This design comes from an exercise in tuning for small area and a short achievable clock period on the open sky130 flow, not from production work.
For this run, only the layout was checked, not whether the RTL still works.
Power and IR drop assume default switching activity.

### config.mk
export PLATFORM = sky130hd
export DESIGN_NAME = Nbit_ALU_Register
export DESIGN_NICKNAME = Nbit_ALU_Register
export VERILOG_FILES = /design/flow/design.v
export SDC_FILE = /design/flow/constraint.sdc
export NUM_CORES = 4
export LEC_CHECK = 0
export CAP_MARGIN = 20
export CORE_MARGIN = 2
export CORE_UTILIZATION = 40
export SLEW_MARGIN = 20
export SYNTH_HIERARCHICAL = 1
export SYNTH_MINIMUM_KEEP_SIZE = 0
### flow/run.sh
#!/bin/bash
# Standard ORFS layout; the only change is the cell used to buffer the ports
# (a plain buf_1 instead of the delay buffer buffer_ports picks by default).
set -euo pipefail
export BUFFER_PORTS_ARGS="-buffer_cell sky130_fd_sc_hd__buf_1"
bash standard.sh > standard.log 2>&1
### constraint.sdc
create_clock -name core_clock -period 15.5 [get_ports {clk}]
set_input_delay 3.1000 -clock core_clock [delete_from_list [all_inputs] [get_ports {clk}]]
set_output_delay 3.1000 -clock core_clock [all_outputs]
set_load 0.01 [all_outputs]
### standard.sh
#!/bin/bash
# synth_recipe.tcl (not shown) runs the flow's synth.tcl, then flattens the netlist and writes it again
# the make line also repeats each setting of config.mk as NAME=value (left out here)
make -C /OpenROAD-flow-scripts/flow DESIGN_CONFIG=/design/flow/config.mk WORK_HOME=/design/flow/orfs CLKGATE_MAP_FILE= SYNTH_SCRIPT=/design/flow/synth_recipe.tcl "${@:-finish}"
### design.v
`timescale 1ns / 1ps
module g_inv    (input a, output y);               assign y = ~a;                        endmodule
module g_nand2  (input a, b, output y);            assign y = ~(a & b);                  endmodule
module g_nor2   (input a, b, output y);            assign y = ~(a | b);                  endmodule
module g_nand2b (input an, b, output y);           assign y = ~(~an & b);                endmodule
module g_nor2b  (input a, bn, output y);           assign y = ~(a | ~bn);                endmodule
module g_a21oi  (input a1, a2, b1, output y);      assign y = ~((a1 & a2) | b1);         endmodule
module g_o21ai  (input a1, a2, b1, output y);      assign y = ~((a1 | a2) & b1);         endmodule
module g_a2bb2oi(input a1n, a2n, b1, b2, output y); assign y = ~((~a1n & ~a2n) | (b1 & b2)); endmodule
module g_xor2   (input a, b, output y);            assign y = a ^ b;                     endmodule
module g_xnor2  (input a, b, output y);            assign y = ~(a ^ b);                  endmodule
module g_mux2   (input a0, a1, s, output y);       assign y = s ? a1 : a0;               endmodule
module g_mux2i  (input a0, a1, s, output y);       assign y = ~(s ? a1 : a0);            endmodule
module g_buf    (input a, output y);               assign y = a;                         endmodule
module g_o22ai  (input a1, a2, b1, b2, output y);  assign y = ~((a1 | a2) & (b1 | b2));  endmodule
module g_a32oi  (input a1, a2, a3, b1, b2, output y); assign y = ~((a1 & a2 & a3) | (b1 & b2)); endmodule
`timescale 1ns / 1ps
module Nbit_ALU(r1, r2, r3, ALUop);
parameter n = 32;
input  [n-1:0] r2, r3;
input  [2:0]   ALUop;
output [n-1:0] r1;
wire op0 = ALUop[0], op1 = ALUop[1], op2 = ALUop[2];
wire t0n_d = ~(op2 ? op1 : op0);
wire t1n_d = ~(op2 ? ~op1 : (op0 ^ op1));
wire esn_d = op2 & (op1 | op0);
wire ecn_d = ~(op2 & ~op1);
wire en_d  = ~op2 & op1;
wire enn_d = ~en_d;
wire sub_d = ~op2 & op1 & op0;
wire slt   = op2 & op1 & ~op0;
wire t0n_0;
g_buf u_t0n_0 (.a(t0n_d), .y(t0n_0));
wire t0n_1;
g_buf u_t0n_1 (.a(t0n_d), .y(t0n_1));
wire t1n_0;
g_buf u_t1n_0 (.a(t1n_d), .y(t1n_0));
wire t1n_1;
g_buf u_t1n_1 (.a(t1n_d), .y(t1n_1));
wire esn_0;
g_buf u_esn_0 (.a(esn_d), .y(esn_0));
wire esn_1;
g_buf u_esn_1 (.a(esn_d), .y(esn_1));
wire ecn_0;
g_buf u_ecn_0 (.a(ecn_d), .y(ecn_0));
wire ecn_1;
g_buf u_ecn_1 (.a(ecn_d), .y(ecn_1));
wire en_0;
g_buf u_en_0 (.a(en_d), .y(en_0));
wire en_1;
g_buf u_en_1 (.a(en_d), .y(en_1));
wire enn_0;
g_buf u_enn_0 (.a(enn_d), .y(enn_0));
wire enn_1;
g_buf u_enn_1 (.a(enn_d), .y(enn_1));
wire bb0;
g_mux2i u_bb0 (.a0(t0n_0), .a1(t1n_0), .s(r3[0]), .y(bb0));
wire gn0;
g_nand2 u_gn0 (.a(r2[0]), .b(bb0), .y(gn0));
wire tn0;
g_nor2 u_tn0 (.a(r2[0]), .b(bb0), .y(tn0));
wire pn0;
g_nand2b u_pn0 (.an(tn0), .b(gn0), .y(pn0));
wire y0;
g_o22ai u_y0 (.a1(gn0), .a2(ecn_0), .b1(pn0), .b2(esn_0), .y(y0));
wire bb1;
g_mux2i u_bb1 (.a0(t0n_0), .a1(t1n_0), .s(r3[1]), .y(bb1));
wire gn1;
g_nand2 u_gn1 (.a(r2[1]), .b(bb1), .y(gn1));
wire tn1;
g_nor2 u_tn1 (.a(r2[1]), .b(bb1), .y(tn1));
wire pn1;
g_nand2b u_pn1 (.an(tn1), .b(gn1), .y(pn1));
wire y1;
g_o22ai u_y1 (.a1(gn1), .a2(ecn_0), .b1(pn1), .b2(esn_0), .y(y1));
wire bb2;
g_mux2i u_bb2 (.a0(t0n_0), .a1(t1n_0), .s(r3[2]), .y(bb2));
wire gn2;
g_nand2 u_gn2 (.a(r2[2]), .b(bb2), .y(gn2));
wire tn2;
g_nor2 u_tn2 (.a(r2[2]), .b(bb2), .y(tn2));
wire pn2;
g_nand2b u_pn2 (.an(tn2), .b(gn2), .y(pn2));
wire y2;
g_o22ai u_y2 (.a1(gn2), .a2(ecn_0), .b1(pn2), .b2(esn_0), .y(y2));
wire bb3;
g_mux2i u_bb3 (.a0(t0n_0), .a1(t1n_0), .s(r3[3]), .y(bb3));
wire gn3;
g_nand2 u_gn3 (.a(r2[3]), .b(bb3), .y(gn3));
wire tn3;
g_nor2 u_tn3 (.a(r2[3]), .b(bb3), .y(tn3));
wire pn3;
g_nand2b u_pn3 (.an(tn3), .b(gn3), .y(pn3));
wire y3;
g_o22ai u_y3 (.a1(gn3), .a2(ecn_0), .b1(pn3), .b2(esn_0), .y(y3));
wire bb4;
g_mux2i u_bb4 (.a0(t0n_0), .a1(t1n_0), .s(r3[4]), .y(bb4));
wire gn4;
g_nand2 u_gn4 (.a(r2[4]), .b(bb4), .y(gn4));
wire tn4;
g_nor2 u_tn4 (.a(r2[4]), .b(bb4), .y(tn4));
wire pn4;
g_nand2b u_pn4 (.an(tn4), .b(gn4), .y(pn4));
wire y4;
g_o22ai u_y4 (.a1(gn4), .a2(ecn_0), .b1(pn4), .b2(esn_0), .y(y4));
wire bb5;
g_mux2i u_bb5 (.a0(t0n_0), .a1(t1n_0), .s(r3[5]), .y(bb5));
wire gn5;
g_nand2 u_gn5 (.a(r2[5]), .b(bb5), .y(gn5));
wire tn5;
g_nor2 u_tn5 (.a(r2[5]), .b(bb5), .y(tn5));
wire pn5;
g_nand2b u_pn5 (.an(tn5), .b(gn5), .y(pn5));
wire y5;
g_o22ai u_y5 (.a1(gn5), .a2(ecn_0), .b1(pn5), .b2(esn_0), .y(y5));
wire bb6;
g_mux2i u_bb6 (.a0(t0n_0), .a1(t1n_0), .s(r3[6]), .y(bb6));
wire gn6;
g_nand2 u_gn6 (.a(r2[6]), .b(bb6), .y(gn6));
wire tn6;
g_nor2 u_tn6 (.a(r2[6]), .b(bb6), .y(tn6));
wire pn6;
g_nand2b u_pn6 (.an(tn6), .b(gn6), .y(pn6));
wire y6;
g_o22ai u_y6 (.a1(gn6), .a2(ecn_0), .b1(pn6), .b2(esn_0), .y(y6));
wire bb7;
g_mux2i u_bb7 (.a0(t0n_0), .a1(t1n_0), .s(r3[7]), .y(bb7));
wire gn7;
g_nand2 u_gn7 (.a(r2[7]), .b(bb7), .y(gn7));
wire tn7;
g_nor2 u_tn7 (.a(r2[7]), .b(bb7), .y(tn7));
wire pn7;
g_nand2b u_pn7 (.an(tn7), .b(gn7), .y(pn7));
wire y7;
g_o22ai u_y7 (.a1(gn7), .a2(ecn_0), .b1(pn7), .b2(esn_0), .y(y7));
wire bb8;
g_mux2i u_bb8 (.a0(t0n_0), .a1(t1n_0), .s(r3[8]), .y(bb8));
wire gn8;
g_nand2 u_gn8 (.a(r2[8]), .b(bb8), .y(gn8));
wire tn8;
g_nor2 u_tn8 (.a(r2[8]), .b(bb8), .y(tn8));
wire pn8;
g_nand2b u_pn8 (.an(tn8), .b(gn8), .y(pn8));
wire y8;
g_o22ai u_y8 (.a1(gn8), .a2(ecn_0), .b1(pn8), .b2(esn_0), .y(y8));
wire bb9;
g_mux2i u_bb9 (.a0(t0n_0), .a1(t1n_0), .s(r3[9]), .y(bb9));
wire gn9;
g_nand2 u_gn9 (.a(r2[9]), .b(bb9), .y(gn9));
wire tn9;
g_nor2 u_tn9 (.a(r2[9]), .b(bb9), .y(tn9));
wire pn9;
g_nand2b u_pn9 (.an(tn9), .b(gn9), .y(pn9));
wire y9;
g_o22ai u_y9 (.a1(gn9), .a2(ecn_0), .b1(pn9), .b2(esn_0), .y(y9));
wire bb10;
g_mux2i u_bb10 (.a0(t0n_0), .a1(t1n_0), .s(r3[10]), .y(bb10));
wire gn10;
g_nand2 u_gn10 (.a(r2[10]), .b(bb10), .y(gn10));
wire tn10;
g_nor2 u_tn10 (.a(r2[10]), .b(bb10), .y(tn10));
wire pn10;
g_nand2b u_pn10 (.an(tn10), .b(gn10), .y(pn10));
wire y10;
g_o22ai u_y10 (.a1(gn10), .a2(ecn_0), .b1(pn10), .b2(esn_0), .y(y10));
wire bb11;
g_mux2i u_bb11 (.a0(t0n_0), .a1(t1n_0), .s(r3[11]), .y(bb11));
wire gn11;
g_nand2 u_gn11 (.a(r2[11]), .b(bb11), .y(gn11));
wire tn11;
g_nor2 u_tn11 (.a(r2[11]), .b(bb11), .y(tn11));
wire pn11;
g_nand2b u_pn11 (.an(tn11), .b(gn11), .y(pn11));
wire y11;
g_o22ai u_y11 (.a1(gn11), .a2(ecn_0), .b1(pn11), .b2(esn_0), .y(y11));
wire bb12;
g_mux2i u_bb12 (.a0(t0n_0), .a1(t1n_0), .s(r3[12]), .y(bb12));
wire gn12;
g_nand2 u_gn12 (.a(r2[12]), .b(bb12), .y(gn12));
wire tn12;
g_nor2 u_tn12 (.a(r2[12]), .b(bb12), .y(tn12));
wire pn12;
g_nand2b u_pn12 (.an(tn12), .b(gn12), .y(pn12));
wire y12;
g_o22ai u_y12 (.a1(gn12), .a2(ecn_0), .b1(pn12), .b2(esn_0), .y(y12));
wire bb13;
g_mux2i u_bb13 (.a0(t0n_0), .a1(t1n_0), .s(r3[13]), .y(bb13));
wire gn13;
g_nand2 u_gn13 (.a(r2[13]), .b(bb13), .y(gn13));
wire tn13;
g_nor2 u_tn13 (.a(r2[13]), .b(bb13), .y(tn13));
wire pn13;
g_nand2b u_pn13 (.an(tn13), .b(gn13), .y(pn13));
wire y13;
g_o22ai u_y13 (.a1(gn13), .a2(ecn_0), .b1(pn13), .b2(esn_0), .y(y13));
wire bb14;
g_mux2i u_bb14 (.a0(t0n_0), .a1(t1n_0), .s(r3[14]), .y(bb14));
wire gn14;
g_nand2 u_gn14 (.a(r2[14]), .b(bb14), .y(gn14));
wire tn14;
g_nor2 u_tn14 (.a(r2[14]), .b(bb14), .y(tn14));
wire pn14;
g_nand2b u_pn14 (.an(tn14), .b(gn14), .y(pn14));
wire y14;
g_o22ai u_y14 (.a1(gn14), .a2(ecn_0), .b1(pn14), .b2(esn_0), .y(y14));
wire bb15;
g_mux2i u_bb15 (.a0(t0n_0), .a1(t1n_0), .s(r3[15]), .y(bb15));
wire gn15;
g_nand2 u_gn15 (.a(r2[15]), .b(bb15), .y(gn15));
wire tn15;
g_nor2 u_tn15 (.a(r2[15]), .b(bb15), .y(tn15));
wire pn15;
g_nand2b u_pn15 (.an(tn15), .b(gn15), .y(pn15));
wire y15;
g_o22ai u_y15 (.a1(gn15), .a2(ecn_0), .b1(pn15), .b2(esn_0), .y(y15));
wire bb16;
g_mux2i u_bb16 (.a0(t0n_1), .a1(t1n_1), .s(r3[16]), .y(bb16));
wire gn16;
g_nand2 u_gn16 (.a(r2[16]), .b(bb16), .y(gn16));
wire tn16;
g_nor2 u_tn16 (.a(r2[16]), .b(bb16), .y(tn16));
wire pn16;
g_nand2b u_pn16 (.an(tn16), .b(gn16), .y(pn16));
wire y16;
g_o22ai u_y16 (.a1(gn16), .a2(ecn_1), .b1(pn16), .b2(esn_1), .y(y16));
wire bb17;
g_mux2i u_bb17 (.a0(t0n_1), .a1(t1n_1), .s(r3[17]), .y(bb17));
wire gn17;
g_nand2 u_gn17 (.a(r2[17]), .b(bb17), .y(gn17));
wire tn17;
g_nor2 u_tn17 (.a(r2[17]), .b(bb17), .y(tn17));
wire pn17;
g_nand2b u_pn17 (.an(tn17), .b(gn17), .y(pn17));
wire y17;
g_o22ai u_y17 (.a1(gn17), .a2(ecn_1), .b1(pn17), .b2(esn_1), .y(y17));
wire bb18;
g_mux2i u_bb18 (.a0(t0n_1), .a1(t1n_1), .s(r3[18]), .y(bb18));
wire gn18;
g_nand2 u_gn18 (.a(r2[18]), .b(bb18), .y(gn18));
wire tn18;
g_nor2 u_tn18 (.a(r2[18]), .b(bb18), .y(tn18));
wire pn18;
g_nand2b u_pn18 (.an(tn18), .b(gn18), .y(pn18));
wire y18;
g_o22ai u_y18 (.a1(gn18), .a2(ecn_1), .b1(pn18), .b2(esn_1), .y(y18));
wire bb19;
g_mux2i u_bb19 (.a0(t0n_1), .a1(t1n_1), .s(r3[19]), .y(bb19));
wire gn19;
g_nand2 u_gn19 (.a(r2[19]), .b(bb19), .y(gn19));
wire tn19;
g_nor2 u_tn19 (.a(r2[19]), .b(bb19), .y(tn19));
wire pn19;
g_nand2b u_pn19 (.an(tn19), .b(gn19), .y(pn19));
wire y19;
g_o22ai u_y19 (.a1(gn19), .a2(ecn_1), .b1(pn19), .b2(esn_1), .y(y19));
wire bb20;
g_mux2i u_bb20 (.a0(t0n_1), .a1(t1n_1), .s(r3[20]), .y(bb20));
wire gn20;
g_nand2 u_gn20 (.a(r2[20]), .b(bb20), .y(gn20));
wire tn20;
g_nor2 u_tn20 (.a(r2[20]), .b(bb20), .y(tn20));
wire pn20;
g_nand2b u_pn20 (.an(tn20), .b(gn20), .y(pn20));
wire y20;
g_o22ai u_y20 (.a1(gn20), .a2(ecn_1), .b1(pn20), .b2(esn_1), .y(y20));
wire bb21;
g_mux2i u_bb21 (.a0(t0n_1), .a1(t1n_1), .s(r3[21]), .y(bb21));
wire gn21;
g_nand2 u_gn21 (.a(r2[21]), .b(bb21), .y(gn21));
wire tn21;
g_nor2 u_tn21 (.a(r2[21]), .b(bb21), .y(tn21));
wire pn21;
g_nand2b u_pn21 (.an(tn21), .b(gn21), .y(pn21));
wire y21;
g_o22ai u_y21 (.a1(gn21), .a2(ecn_1), .b1(pn21), .b2(esn_1), .y(y21));
wire bb22;
g_mux2i u_bb22 (.a0(t0n_1), .a1(t1n_1), .s(r3[22]), .y(bb22));
wire gn22;
g_nand2 u_gn22 (.a(r2[22]), .b(bb22), .y(gn22));
wire tn22;
g_nor2 u_tn22 (.a(r2[22]), .b(bb22), .y(tn22));
wire pn22;
g_nand2b u_pn22 (.an(tn22), .b(gn22), .y(pn22));
wire y22;
g_o22ai u_y22 (.a1(gn22), .a2(ecn_1), .b1(pn22), .b2(esn_1), .y(y22));
wire bb23;
g_mux2i u_bb23 (.a0(t0n_1), .a1(t1n_1), .s(r3[23]), .y(bb23));
wire gn23;
g_nand2 u_gn23 (.a(r2[23]), .b(bb23), .y(gn23));
wire tn23;
g_nor2 u_tn23 (.a(r2[23]), .b(bb23), .y(tn23));
wire pn23;
g_nand2b u_pn23 (.an(tn23), .b(gn23), .y(pn23));
wire y23;
g_o22ai u_y23 (.a1(gn23), .a2(ecn_1), .b1(pn23), .b2(esn_1), .y(y23));
wire bb24;
g_mux2i u_bb24 (.a0(t0n_1), .a1(t1n_1), .s(r3[24]), .y(bb24));
wire gn24;
g_nand2 u_gn24 (.a(r2[24]), .b(bb24), .y(gn24));
wire tn24;
g_nor2 u_tn24 (.a(r2[24]), .b(bb24), .y(tn24));
wire pn24;
g_nand2b u_pn24 (.an(tn24), .b(gn24), .y(pn24));
wire y24;
g_o22ai u_y24 (.a1(gn24), .a2(ecn_1), .b1(pn24), .b2(esn_1), .y(y24));
wire bb25;
g_mux2i u_bb25 (.a0(t0n_1), .a1(t1n_1), .s(r3[25]), .y(bb25));
wire gn25;
g_nand2 u_gn25 (.a(r2[25]), .b(bb25), .y(gn25));
wire tn25;
g_nor2 u_tn25 (.a(r2[25]), .b(bb25), .y(tn25));
wire pn25;
g_nand2b u_pn25 (.an(tn25), .b(gn25), .y(pn25));
wire y25;
g_o22ai u_y25 (.a1(gn25), .a2(ecn_1), .b1(pn25), .b2(esn_1), .y(y25));
wire bb26;
g_mux2i u_bb26 (.a0(t0n_1), .a1(t1n_1), .s(r3[26]), .y(bb26));
wire gn26;
g_nand2 u_gn26 (.a(r2[26]), .b(bb26), .y(gn26));
wire tn26;
g_nor2 u_tn26 (.a(r2[26]), .b(bb26), .y(tn26));
wire pn26;
g_nand2b u_pn26 (.an(tn26), .b(gn26), .y(pn26));
wire y26;
g_o22ai u_y26 (.a1(gn26), .a2(ecn_1), .b1(pn26), .b2(esn_1), .y(y26));
wire bb27;
g_mux2i u_bb27 (.a0(t0n_1), .a1(t1n_1), .s(r3[27]), .y(bb27));
wire gn27;
g_nand2 u_gn27 (.a(r2[27]), .b(bb27), .y(gn27));
wire tn27;
g_nor2 u_tn27 (.a(r2[27]), .b(bb27), .y(tn27));
wire pn27;
g_nand2b u_pn27 (.an(tn27), .b(gn27), .y(pn27));
wire y27;
g_o22ai u_y27 (.a1(gn27), .a2(ecn_1), .b1(pn27), .b2(esn_1), .y(y27));
wire bb28;
g_mux2i u_bb28 (.a0(t0n_1), .a1(t1n_1), .s(r3[28]), .y(bb28));
wire gn28;
g_nand2 u_gn28 (.a(r2[28]), .b(bb28), .y(gn28));
wire tn28;
g_nor2 u_tn28 (.a(r2[28]), .b(bb28), .y(tn28));
wire pn28;
g_nand2b u_pn28 (.an(tn28), .b(gn28), .y(pn28));
wire y28;
g_o22ai u_y28 (.a1(gn28), .a2(ecn_1), .b1(pn28), .b2(esn_1), .y(y28));
wire bb29;
g_mux2i u_bb29 (.a0(t0n_1), .a1(t1n_1), .s(r3[29]), .y(bb29));
wire gn29;
g_nand2 u_gn29 (.a(r2[29]), .b(bb29), .y(gn29));
wire tn29;
g_nor2 u_tn29 (.a(r2[29]), .b(bb29), .y(tn29));
wire pn29;
g_nand2b u_pn29 (.an(tn29), .b(gn29), .y(pn29));
wire y29;
g_o22ai u_y29 (.a1(gn29), .a2(ecn_1), .b1(pn29), .b2(esn_1), .y(y29));
wire bb30;
g_mux2i u_bb30 (.a0(t0n_1), .a1(t1n_1), .s(r3[30]), .y(bb30));
wire gn30;
g_nand2 u_gn30 (.a(r2[30]), .b(bb30), .y(gn30));
wire tn30;
g_nor2 u_tn30 (.a(r2[30]), .b(bb30), .y(tn30));
wire pn30;
g_nand2b u_pn30 (.an(tn30), .b(gn30), .y(pn30));
wire y30;
g_o22ai u_y30 (.a1(gn30), .a2(ecn_1), .b1(pn30), .b2(esn_1), .y(y30));
wire bb31;
g_mux2i u_bb31 (.a0(t0n_1), .a1(t1n_1), .s(r3[31]), .y(bb31));
wire gn31;
g_nand2 u_gn31 (.a(r2[31]), .b(bb31), .y(gn31));
wire tn31;
g_nor2 u_tn31 (.a(r2[31]), .b(bb31), .y(tn31));
wire pn31;
g_nand2b u_pn31 (.an(tn31), .b(gn31), .y(pn31));
wire y31;
g_o22ai u_y31 (.a1(gn31), .a2(ecn_1), .b1(pn31), .b2(esn_1), .y(y31));
wire G0_0;
g_o21ai u_G0_0 (.a1(tn0), .a2(t0n_0), .b1(gn0), .y(G0_0));
wire i_G0_0;
g_inv u_i_G0_0 (.a(G0_0), .y(i_G0_0));
wire G1_1;
g_o21ai u_G1_1 (.a1(tn1), .a2(i_G0_0), .b1(gn1), .y(G1_1));
wire G1_3;
g_o21ai u_G1_3 (.a1(tn3), .a2(gn2), .b1(gn3), .y(G1_3));
wire T1_3;
g_nor2 u_T1_3 (.a(tn3), .b(tn2), .y(T1_3));
wire G1_5;
g_o21ai u_G1_5 (.a1(tn5), .a2(gn4), .b1(gn5), .y(G1_5));
wire T1_5;
g_nor2 u_T1_5 (.a(tn5), .b(tn4), .y(T1_5));
wire G1_7;
g_o21ai u_G1_7 (.a1(tn7), .a2(gn6), .b1(gn7), .y(G1_7));
wire T1_7;
g_nor2 u_T1_7 (.a(tn7), .b(tn6), .y(T1_7));
wire G1_9;
g_o21ai u_G1_9 (.a1(tn9), .a2(gn8), .b1(gn9), .y(G1_9));
wire T1_9;
g_nor2 u_T1_9 (.a(tn9), .b(tn8), .y(T1_9));
wire G1_11;
g_o21ai u_G1_11 (.a1(tn11), .a2(gn10), .b1(gn11), .y(G1_11));
wire T1_11;
g_nor2 u_T1_11 (.a(tn11), .b(tn10), .y(T1_11));
wire G1_13;
g_o21ai u_G1_13 (.a1(tn13), .a2(gn12), .b1(gn13), .y(G1_13));
wire T1_13;
g_nor2 u_T1_13 (.a(tn13), .b(tn12), .y(T1_13));
wire G1_15;
g_o21ai u_G1_15 (.a1(tn15), .a2(gn14), .b1(gn15), .y(G1_15));
wire T1_15;
g_nor2 u_T1_15 (.a(tn15), .b(tn14), .y(T1_15));
wire G1_17;
g_o21ai u_G1_17 (.a1(tn17), .a2(gn16), .b1(gn17), .y(G1_17));
wire T1_17;
g_nor2 u_T1_17 (.a(tn17), .b(tn16), .y(T1_17));
wire G1_19;
g_o21ai u_G1_19 (.a1(tn19), .a2(gn18), .b1(gn19), .y(G1_19));
wire T1_19;
g_nor2 u_T1_19 (.a(tn19), .b(tn18), .y(T1_19));
wire G1_21;
g_o21ai u_G1_21 (.a1(tn21), .a2(gn20), .b1(gn21), .y(G1_21));
wire T1_21;
g_nor2 u_T1_21 (.a(tn21), .b(tn20), .y(T1_21));
wire G1_23;
g_o21ai u_G1_23 (.a1(tn23), .a2(gn22), .b1(gn23), .y(G1_23));
wire T1_23;
g_nor2 u_T1_23 (.a(tn23), .b(tn22), .y(T1_23));
wire G1_25;
g_o21ai u_G1_25 (.a1(tn25), .a2(gn24), .b1(gn25), .y(G1_25));
wire T1_25;
g_nor2 u_T1_25 (.a(tn25), .b(tn24), .y(T1_25));
wire G1_27;
g_o21ai u_G1_27 (.a1(tn27), .a2(gn26), .b1(gn27), .y(G1_27));
wire T1_27;
g_nor2 u_T1_27 (.a(tn27), .b(tn26), .y(T1_27));
wire G1_29;
g_o21ai u_G1_29 (.a1(tn29), .a2(gn28), .b1(gn29), .y(G1_29));
wire T1_29;
g_nor2 u_T1_29 (.a(tn29), .b(tn28), .y(T1_29));
wire G2_3;
g_a21oi u_G2_3 (.a1(T1_3), .a2(G1_1), .b1(G1_3), .y(G2_3));
wire G2_7;
g_a21oi u_G2_7 (.a1(T1_7), .a2(G1_5), .b1(G1_7), .y(G2_7));
wire T2_7;
g_nand2 u_T2_7 (.a(T1_7), .b(T1_5), .y(T2_7));
wire G2_11;
g_a21oi u_G2_11 (.a1(T1_11), .a2(G1_9), .b1(G1_11), .y(G2_11));
wire T2_11;
g_nand2 u_T2_11 (.a(T1_11), .b(T1_9), .y(T2_11));
wire G2_15;
g_a21oi u_G2_15 (.a1(T1_15), .a2(G1_13), .b1(G1_15), .y(G2_15));
wire T2_15;
g_nand2 u_T2_15 (.a(T1_15), .b(T1_13), .y(T2_15));
wire G2_19;
g_a21oi u_G2_19 (.a1(T1_19), .a2(G1_17), .b1(G1_19), .y(G2_19));
wire T2_19;
g_nand2 u_T2_19 (.a(T1_19), .b(T1_17), .y(T2_19));
wire G2_23;
g_a21oi u_G2_23 (.a1(T1_23), .a2(G1_21), .b1(G1_23), .y(G2_23));
wire T2_23;
g_nand2 u_T2_23 (.a(T1_23), .b(T1_21), .y(T2_23));
wire G2_27;
g_a21oi u_G2_27 (.a1(T1_27), .a2(G1_25), .b1(G1_27), .y(G2_27));
wire T2_27;
g_nand2 u_T2_27 (.a(T1_27), .b(T1_25), .y(T2_27));
wire G3_7;
g_o21ai u_G3_7 (.a1(T2_7), .a2(G2_3), .b1(G2_7), .y(G3_7));
wire G3_15;
g_o21ai u_G3_15 (.a1(T2_15), .a2(G2_11), .b1(G2_15), .y(G3_15));
wire T3_15;
g_nor2 u_T3_15 (.a(T2_15), .b(T2_11), .y(T3_15));
wire G3_23;
g_o21ai u_G3_23 (.a1(T2_23), .a2(G2_19), .b1(G2_23), .y(G3_23));
wire T3_23;
g_nor2 u_T3_23 (.a(T2_23), .b(T2_19), .y(T3_23));
wire G4_15;
g_a21oi u_G4_15 (.a1(T3_15), .a2(G3_7), .b1(G3_15), .y(G4_15));
wire i_G4_15;
g_inv u_i_G4_15 (.a(G4_15), .y(i_G4_15));
wire G5_23;
g_a21oi u_G5_23 (.a1(T3_23), .a2(i_G4_15), .b1(G3_23), .y(G5_23));
wire i_G3_7;
g_inv u_i_G3_7 (.a(G3_7), .y(i_G3_7));
wire G6_11;
g_o21ai u_G6_11 (.a1(T2_11), .a2(i_G3_7), .b1(G2_11), .y(G6_11));
wire G6_19;
g_o21ai u_G6_19 (.a1(T2_19), .a2(G4_15), .b1(G2_19), .y(G6_19));
wire G6_27;
g_o21ai u_G6_27 (.a1(T2_27), .a2(G5_23), .b1(G2_27), .y(G6_27));
wire i_G2_3;
g_inv u_i_G2_3 (.a(G2_3), .y(i_G2_3));
wire G7_5;
g_a21oi u_G7_5 (.a1(T1_5), .a2(i_G2_3), .b1(G1_5), .y(G7_5));
wire G7_9;
g_a21oi u_G7_9 (.a1(T1_9), .a2(G3_7), .b1(G1_9), .y(G7_9));
wire G7_13;
g_a21oi u_G7_13 (.a1(T1_13), .a2(G6_11), .b1(G1_13), .y(G7_13));
wire G7_17;
g_a21oi u_G7_17 (.a1(T1_17), .a2(i_G4_15), .b1(G1_17), .y(G7_17));
wire G7_21;
g_a21oi u_G7_21 (.a1(T1_21), .a2(G6_19), .b1(G1_21), .y(G7_21));
wire i_G5_23;
g_inv u_i_G5_23 (.a(G5_23), .y(i_G5_23));
wire G7_25;
g_a21oi u_G7_25 (.a1(T1_25), .a2(i_G5_23), .b1(G1_25), .y(G7_25));
wire G7_29;
g_a21oi u_G7_29 (.a1(T1_29), .a2(G6_27), .b1(G1_29), .y(G7_29));
wire i_G1_1;
g_inv u_i_G1_1 (.a(G1_1), .y(i_G1_1));
wire G8_2;
g_o21ai u_G8_2 (.a1(tn2), .a2(i_G1_1), .b1(gn2), .y(G8_2));
wire G8_4;
g_o21ai u_G8_4 (.a1(tn4), .a2(G2_3), .b1(gn4), .y(G8_4));
wire G8_6;
g_o21ai u_G8_6 (.a1(tn6), .a2(G7_5), .b1(gn6), .y(G8_6));
wire G8_8;
g_o21ai u_G8_8 (.a1(tn8), .a2(i_G3_7), .b1(gn8), .y(G8_8));
wire G8_10;
g_o21ai u_G8_10 (.a1(tn10), .a2(G7_9), .b1(gn10), .y(G8_10));
wire i_G6_11;
g_inv u_i_G6_11 (.a(G6_11), .y(i_G6_11));
wire G8_12;
g_o21ai u_G8_12 (.a1(tn12), .a2(i_G6_11), .b1(gn12), .y(G8_12));
wire G8_14;
g_o21ai u_G8_14 (.a1(tn14), .a2(G7_13), .b1(gn14), .y(G8_14));
wire G8_16;
g_o21ai u_G8_16 (.a1(tn16), .a2(G4_15), .b1(gn16), .y(G8_16));
wire G8_18;
g_o21ai u_G8_18 (.a1(tn18), .a2(G7_17), .b1(gn18), .y(G8_18));
wire i_G6_19;
g_inv u_i_G6_19 (.a(G6_19), .y(i_G6_19));
wire G8_20;
g_o21ai u_G8_20 (.a1(tn20), .a2(i_G6_19), .b1(gn20), .y(G8_20));
wire G8_22;
g_o21ai u_G8_22 (.a1(tn22), .a2(G7_21), .b1(gn22), .y(G8_22));
wire G8_24;
g_o21ai u_G8_24 (.a1(tn24), .a2(G5_23), .b1(gn24), .y(G8_24));
wire G8_26;
g_o21ai u_G8_26 (.a1(tn26), .a2(G7_25), .b1(gn26), .y(G8_26));
wire i_G6_27;
g_inv u_i_G6_27 (.a(G6_27), .y(i_G6_27));
wire G8_28;
g_o21ai u_G8_28 (.a1(tn28), .a2(i_G6_27), .b1(gn28), .y(G8_28));
wire G8_30;
g_o21ai u_G8_30 (.a1(tn30), .a2(G7_29), .b1(gn30), .y(G8_30));
wire kn1;
g_nand2 u_kn1 (.a(G0_0), .b(en_0), .y(kn1));
g_xnor2 u_r1 (.a(y1), .b(kn1), .y(r1[1]));
wire kn2;
g_nand2 u_kn2 (.a(G1_1), .b(en_0), .y(kn2));
g_xnor2 u_r2 (.a(y2), .b(kn2), .y(r1[2]));
wire kn3;
g_nand2 u_kn3 (.a(G8_2), .b(en_0), .y(kn3));
g_xnor2 u_r3 (.a(y3), .b(kn3), .y(r1[3]));
wire k4;
g_nor2 u_k4 (.a(G2_3), .b(enn_0), .y(k4));
g_xor2 u_r4 (.a(y4), .b(k4), .y(r1[4]));
wire kn5;
g_nand2 u_kn5 (.a(G8_4), .b(en_0), .y(kn5));
g_xnor2 u_r5 (.a(y5), .b(kn5), .y(r1[5]));
wire k6;
g_nor2 u_k6 (.a(G7_5), .b(enn_0), .y(k6));
g_xor2 u_r6 (.a(y6), .b(k6), .y(r1[6]));
wire kn7;
g_nand2 u_kn7 (.a(G8_6), .b(en_0), .y(kn7));
g_xnor2 u_r7 (.a(y7), .b(kn7), .y(r1[7]));
wire kn8;
g_nand2 u_kn8 (.a(G3_7), .b(en_0), .y(kn8));
g_xnor2 u_r8 (.a(y8), .b(kn8), .y(r1[8]));
wire kn9;
g_nand2 u_kn9 (.a(G8_8), .b(en_0), .y(kn9));
g_xnor2 u_r9 (.a(y9), .b(kn9), .y(r1[9]));
wire k10;
g_nor2 u_k10 (.a(G7_9), .b(enn_0), .y(k10));
g_xor2 u_r10 (.a(y10), .b(k10), .y(r1[10]));
wire kn11;
g_nand2 u_kn11 (.a(G8_10), .b(en_0), .y(kn11));
g_xnor2 u_r11 (.a(y11), .b(kn11), .y(r1[11]));
wire kn12;
g_nand2 u_kn12 (.a(G6_11), .b(en_0), .y(kn12));
g_xnor2 u_r12 (.a(y12), .b(kn12), .y(r1[12]));
wire kn13;
g_nand2 u_kn13 (.a(G8_12), .b(en_0), .y(kn13));
g_xnor2 u_r13 (.a(y13), .b(kn13), .y(r1[13]));
wire k14;
g_nor2 u_k14 (.a(G7_13), .b(enn_0), .y(k14));
g_xor2 u_r14 (.a(y14), .b(k14), .y(r1[14]));
wire kn15;
g_nand2 u_kn15 (.a(G8_14), .b(en_0), .y(kn15));
g_xnor2 u_r15 (.a(y15), .b(kn15), .y(r1[15]));
wire k16;
g_nor2 u_k16 (.a(G4_15), .b(enn_1), .y(k16));
g_xor2 u_r16 (.a(y16), .b(k16), .y(r1[16]));
wire kn17;
g_nand2 u_kn17 (.a(G8_16), .b(en_1), .y(kn17));
g_xnor2 u_r17 (.a(y17), .b(kn17), .y(r1[17]));
wire k18;
g_nor2 u_k18 (.a(G7_17), .b(enn_1), .y(k18));
g_xor2 u_r18 (.a(y18), .b(k18), .y(r1[18]));
wire kn19;
g_nand2 u_kn19 (.a(G8_18), .b(en_1), .y(kn19));
g_xnor2 u_r19 (.a(y19), .b(kn19), .y(r1[19]));
wire kn20;
g_nand2 u_kn20 (.a(G6_19), .b(en_1), .y(kn20));
g_xnor2 u_r20 (.a(y20), .b(kn20), .y(r1[20]));
wire kn21;
g_nand2 u_kn21 (.a(G8_20), .b(en_1), .y(kn21));
g_xnor2 u_r21 (.a(y21), .b(kn21), .y(r1[21]));
wire k22;
g_nor2 u_k22 (.a(G7_21), .b(enn_1), .y(k22));
g_xor2 u_r22 (.a(y22), .b(k22), .y(r1[22]));
wire kn23;
g_nand2 u_kn23 (.a(G8_22), .b(en_1), .y(kn23));
g_xnor2 u_r23 (.a(y23), .b(kn23), .y(r1[23]));
wire k24;
g_nor2 u_k24 (.a(G5_23), .b(enn_1), .y(k24));
g_xor2 u_r24 (.a(y24), .b(k24), .y(r1[24]));
wire kn25;
g_nand2 u_kn25 (.a(G8_24), .b(en_1), .y(kn25));
g_xnor2 u_r25 (.a(y25), .b(kn25), .y(r1[25]));
wire k26;
g_nor2 u_k26 (.a(G7_25), .b(enn_1), .y(k26));
g_xor2 u_r26 (.a(y26), .b(k26), .y(r1[26]));
wire kn27;
g_nand2 u_kn27 (.a(G8_26), .b(en_1), .y(kn27));
g_xnor2 u_r27 (.a(y27), .b(kn27), .y(r1[27]));
wire kn28;
g_nand2 u_kn28 (.a(G6_27), .b(en_1), .y(kn28));
g_xnor2 u_r28 (.a(y28), .b(kn28), .y(r1[28]));
wire kn29;
g_nand2 u_kn29 (.a(G8_28), .b(en_1), .y(kn29));
g_xnor2 u_r29 (.a(y29), .b(kn29), .y(r1[29]));
wire k30;
g_nor2 u_k30 (.a(G7_29), .b(enn_1), .y(k30));
g_xor2 u_r30 (.a(y30), .b(k30), .y(r1[30]));
wire kn31;
g_nand2 u_kn31 (.a(G8_30), .b(en_1), .y(kn31));
g_xnor2 u_r31 (.a(y31), .b(kn31), .y(r1[31]));
wire x31n;
g_xor2 u_x31n (.a(pn31), .b(G8_30), .y(x31n));
wire z0n;
g_xnor2 u_z0n (.a(y0), .b(sub_d), .y(z0n));
g_mux2i u_r0 (.a0(z0n), .a1(x31n), .s(slt), .y(r1[0]));
endmodule
`timescale 1ns / 1ps
module dff(q, d, clk);
input		d, clk;       
output reg	q;            
always @(posedge clk)
q<=d;
endmodule
`timescale 1ns / 1ps
module Nbit_Register(outo, ino, clk);
parameter n = 32;
input [n-1:0] ino;
output [n-1:0] outo;
input clk;
genvar i;
generate
for (i = 0; i < n; i = i + 1) begin: registerblk
dff Dflipflop(.q(outo[i]) , .d(ino[i]), .clk(clk) );
end
endgenerate
endmodule
`timescale 1ns / 1ps
module Nbit_ALU_Register (r2, r3, ALUop, r0, clk);
parameter n = 32;
input[n-1:0] r2, r3;
input[2:0] ALUop;
input clk;
output [n-1:0] r0;
wire[n-1:0] r1;
Nbit_ALU #(n) alu1 (.r1(r1), .r2(r2), .r3(r3), .ALUop(ALUop) );
Nbit_Register #(n) reg1 (.outo(r0), .ino(r1), .clk(clk) );
endmodule
==> notes.md <==
## stage by stage
step	hold slack, ns	setup slack, ns	util [%]	cells	instance area, sq um
after floorplan	3.29	9.73	-	365	2630
after global placement	3.41	8.66	47.6	530	3030
after detailed placement	3.43	8.59	47.9	531	3040
after CTS	3.12	8.89	49.4	539	3140
after global routing	3.14	8.42	49.4	539	3140
final	3.13	8.87	49.4	539	3140
## per-module statistics from Yosys, one instance, submodules excluded, excerpt
module	cells	flops+latches
dff	1	1
g_a21oi	1	0
g_buf	1	0
g_inv	1	0
g_mux2i	1	0
g_nand2	1	0
g_nand2b	1	0
g_nor2	1	0
g_o21ai	1	0
g_o22ai	1	0
g_xnor2	1	0
g_xor2	1	0
## critical path: stages
cell     delay, ns
buf_1         0.18
inv_2         0.10
ha_1          0.31
mux2i_4       0.78
mux2i_1       0.21
nor2_1        0.18
o21ai_1       0.09
inv_1         0.06
o21ai_1       0.11
a21oi_2       0.23
o21ai_1       0.20
a21oi_2       0.23
inv_1         0.11
a21oi_2       0.22
o21ai_1       0.15
a21oi_2       0.17
o21ai_1       0.11
xor2_1        0.16
mux2i_1       0.12
## power by group through the flow
| stage | Sequential, uW | Clock [uW] | Combinational, uW |
|---|---|---|---|
| 6_report | 104 | 70.5 | 130 |
| 5_1_grt | 106 | 77.2 | 146 |
| 4_1_cts | 105 | 73.7 | 131 |
| 3_5_place_dp | 106 | 0 | 130 |
| 3_3_place_gp | 106 | 0 | 128 |
| 2_1_floorplan | 116 | 0 | 85.7 |
## cell usage after synthesis
cell type   n  area (sq um)
a21oi_2    16           140
ha_1        1          12.5
nand2b_4    1          13.8
o21ai_1    37           185
nand2b_1   32           200
nand2_1    61           229
xnor2_1    22           193
o22ai_1    32           200
buf_4      12          90.1
nor2_1     60           225
inv_2       1          3.75
nor2b_1     1          6.26
mux2i_1    34           340
inv_1      11          41.3
xor2_1     11          96.3
dfxtp_1    32           641
o21a_1      1          7.51
## kinds of logic (layout without fill, tap and decap cells)
kind of cell             after synthesis  in the layout  synth area share, %
XOR/XNOR                              33             33                 11.0
multiplexers                          34             34                 13.0
AO/OA/AOI/OAI                         86             86                 20.3
flip-flops                            32             32                 24.4
adder cells (fa/ha/maj)                1              1                0.477
AND/OR/NAND/NOR                      155            155                 25.7
buffers and inverters                 24            121                 5.15
## per-layer routing
| metal | wire (microns) | track usage [%] | vias up | share of wire, % |
|---|---|---|---|---|
| li1 | - | - | 1427 | - |
| met1 | 3120 | 23.1 | 1161 | 46 |
| met2 | 3260 | 33.0 | 62 | 48 |
| met3 | 316 | 3.31 | 2 | 4.7 |
| met4 | 34 | 4.76 | 0 | 0.51 |
| met5 | 0 | 0 | - | 0 |
## layout make-up
type,instances,area [sq um]
clock buffers,6,82.6
clock inverters,2,10.0
fillers,668,3210
inverters,12,45.0
multi-input cells,309,1870
flip-flops and latches,32,641
well taps,77,96.3
repair buffers,101,394
## path summary, 6_finish.rpt
path | slack (ns) | endpoint | start | cells past startpoint
worst max-delay path | 8.87 | reg1.registerblk[0].Dflipflop.q | ALUop[1] | 19
worst min-delay path | 3.13 | reg1.registerblk[0].Dflipflop.q | ALUop[0] | 3
==> notes.md <==
* Crit start category: primary input
* Critical Path RT at between 15 and 20 ns
* Die area at a little over 7000 sq um
* Post-cts resize count at 0
* Synthesized area per cell at 7.19 sq um
* Clock slew at reported path FFs at 0.07 ns
* Rows at 29
* Max-cap violation count at 0
* Routed Antenna Nets at 0
* Most frequent cells in the layout: 99 x buf_1, 60 x nor2_1, 60 x nand2_1
* Outcome: no timing/DRC/antenna violations
* Slew Limit Headroom at 32.9%
* Number of H-tree levels at 2
* Switching Share at 38.7%
* Tcrit/Tclk final at between 40% and 50%
* Yosys warnings at 7
* Pleak at roughly 0.0013 uW
* CTS Buf Count at 5
* Final number of hold-violating endpoints at 0
* Final Power at roughly 300 uW
* Vias/cell at between 4 and 5
* Clock power frac at 23.1%
* Share of layout cells above drive strength 1 at between 6 and 7%
* Initial antenna violation count at 0
* First-pass GRT wire length at around 11 mm
* Core Box Area at around 6300 sq um
* DP Wirelength at 4.79 mm
* RSZ-0062 raised after global routing: false
* Final setup vio count at 0
* Initial DRT Pass Iterations at 5
* Cells after synthesis at 365
* Vias at 2652
* Psw at between 100 and 150 uW
* Clock Path Buffers at 2
* Vias in the first global route at roughly 2500
* Min Tclk post-route at 6.63 ns
* Setup TNS at 0 ns
* DRT Wirelength at about 6.7 mm
* Synth Register Bits at 32
* Overall die width at roughly 85 microns
* Fmax at 151 MHz
* CTS tree: done
* Sequential share of power at about a third
* GRT Total Usage at a little under a fifth
* Number of flip-flops in the largest register at 32
* IO Pins at 100
* Iteration-0 DRC count of the detailed router at 63
* Seq/Total Area, Yosys at about a quarter
* Overflow after GRT at 0
* Nets at between 500 and 600
* Synth unique cells at 17
* Worst ir drop on vdd at 0.0455 mV
* Mapped Area at about 2600 sq um
* Final count of pins violating max slew at 0
* Worst Path Arrival at 6.85 ns
* Most common cell after layout, fill and taps aside: buf_1
* CTS root buf: clkbuf_8
* Pwr dens at a little under 100 nW/um^2
* CTS Sinks at 32
* Setup bufs post-CTS at 0
* Crit Path Max Fanout at 32
* Combinational power share at 42.6%
* Routability Congestion at between 0.8 and 0.9
* Largest net degree at the start of global routing at 33
* Critical Path End Type: flop
* Slew @ Worst Pin at 0.985 ns
* Largest reg by FF count: reg1.registerblk.Dflipflop.q
* P_int at 187 uW
* Hold_buf cts at 0
* Die Y-Extent at around 85 microns
* Starting density of the core at about two fifths
* Syn_nets at 434
* IO Port Bufs at 99
* Routed WL per cell at between 10 and 15 microns
* Antenna cells at 0
* HP Class: primary input to flop
* DRC at 0
* Largest registers: reg1.registerblk.Dflipflop.q (32)
* Area Overhead vs Synth at 19.4%
* Crit Path Class: primary input to flop

port drivers added, routing unchanged:
Ports are ideal in the flow. The routed layout listed here was re-timed in OpenROAD.
Step 1 (the two cells are an assumption about what drives the block):
set clk [get_ports {clk}]
set_driving_cell -lib_cell sky130_fd_sc_hd__clkbuf_16 $clk
set_driving_cell -lib_cell sky130_fd_sc_hd__buf_2 [delete_from_list [all_inputs] $clk]
Step 2 moves the port delays by t, midway between the first and last clock arrival at a register: inputs arrive t later, outputs are due t later. That takes back most of the time a late clock gives input paths.
a / b / c = ideal ports / drivers / drivers and shift; a / b = the first two.
t, ns: 0.314
setup slack, ns: 8.871 / 8.874 / 8.561
latest minus earliest clock arrival (ns): 0.007 / 0.007
slew at the worst register clock pin (ns): 0.08 / 0.08
After both steps this run still meets setup and hold. The setup slack of this run moves by +0.003 ns with the drivers and by -0.310 ns with both steps.
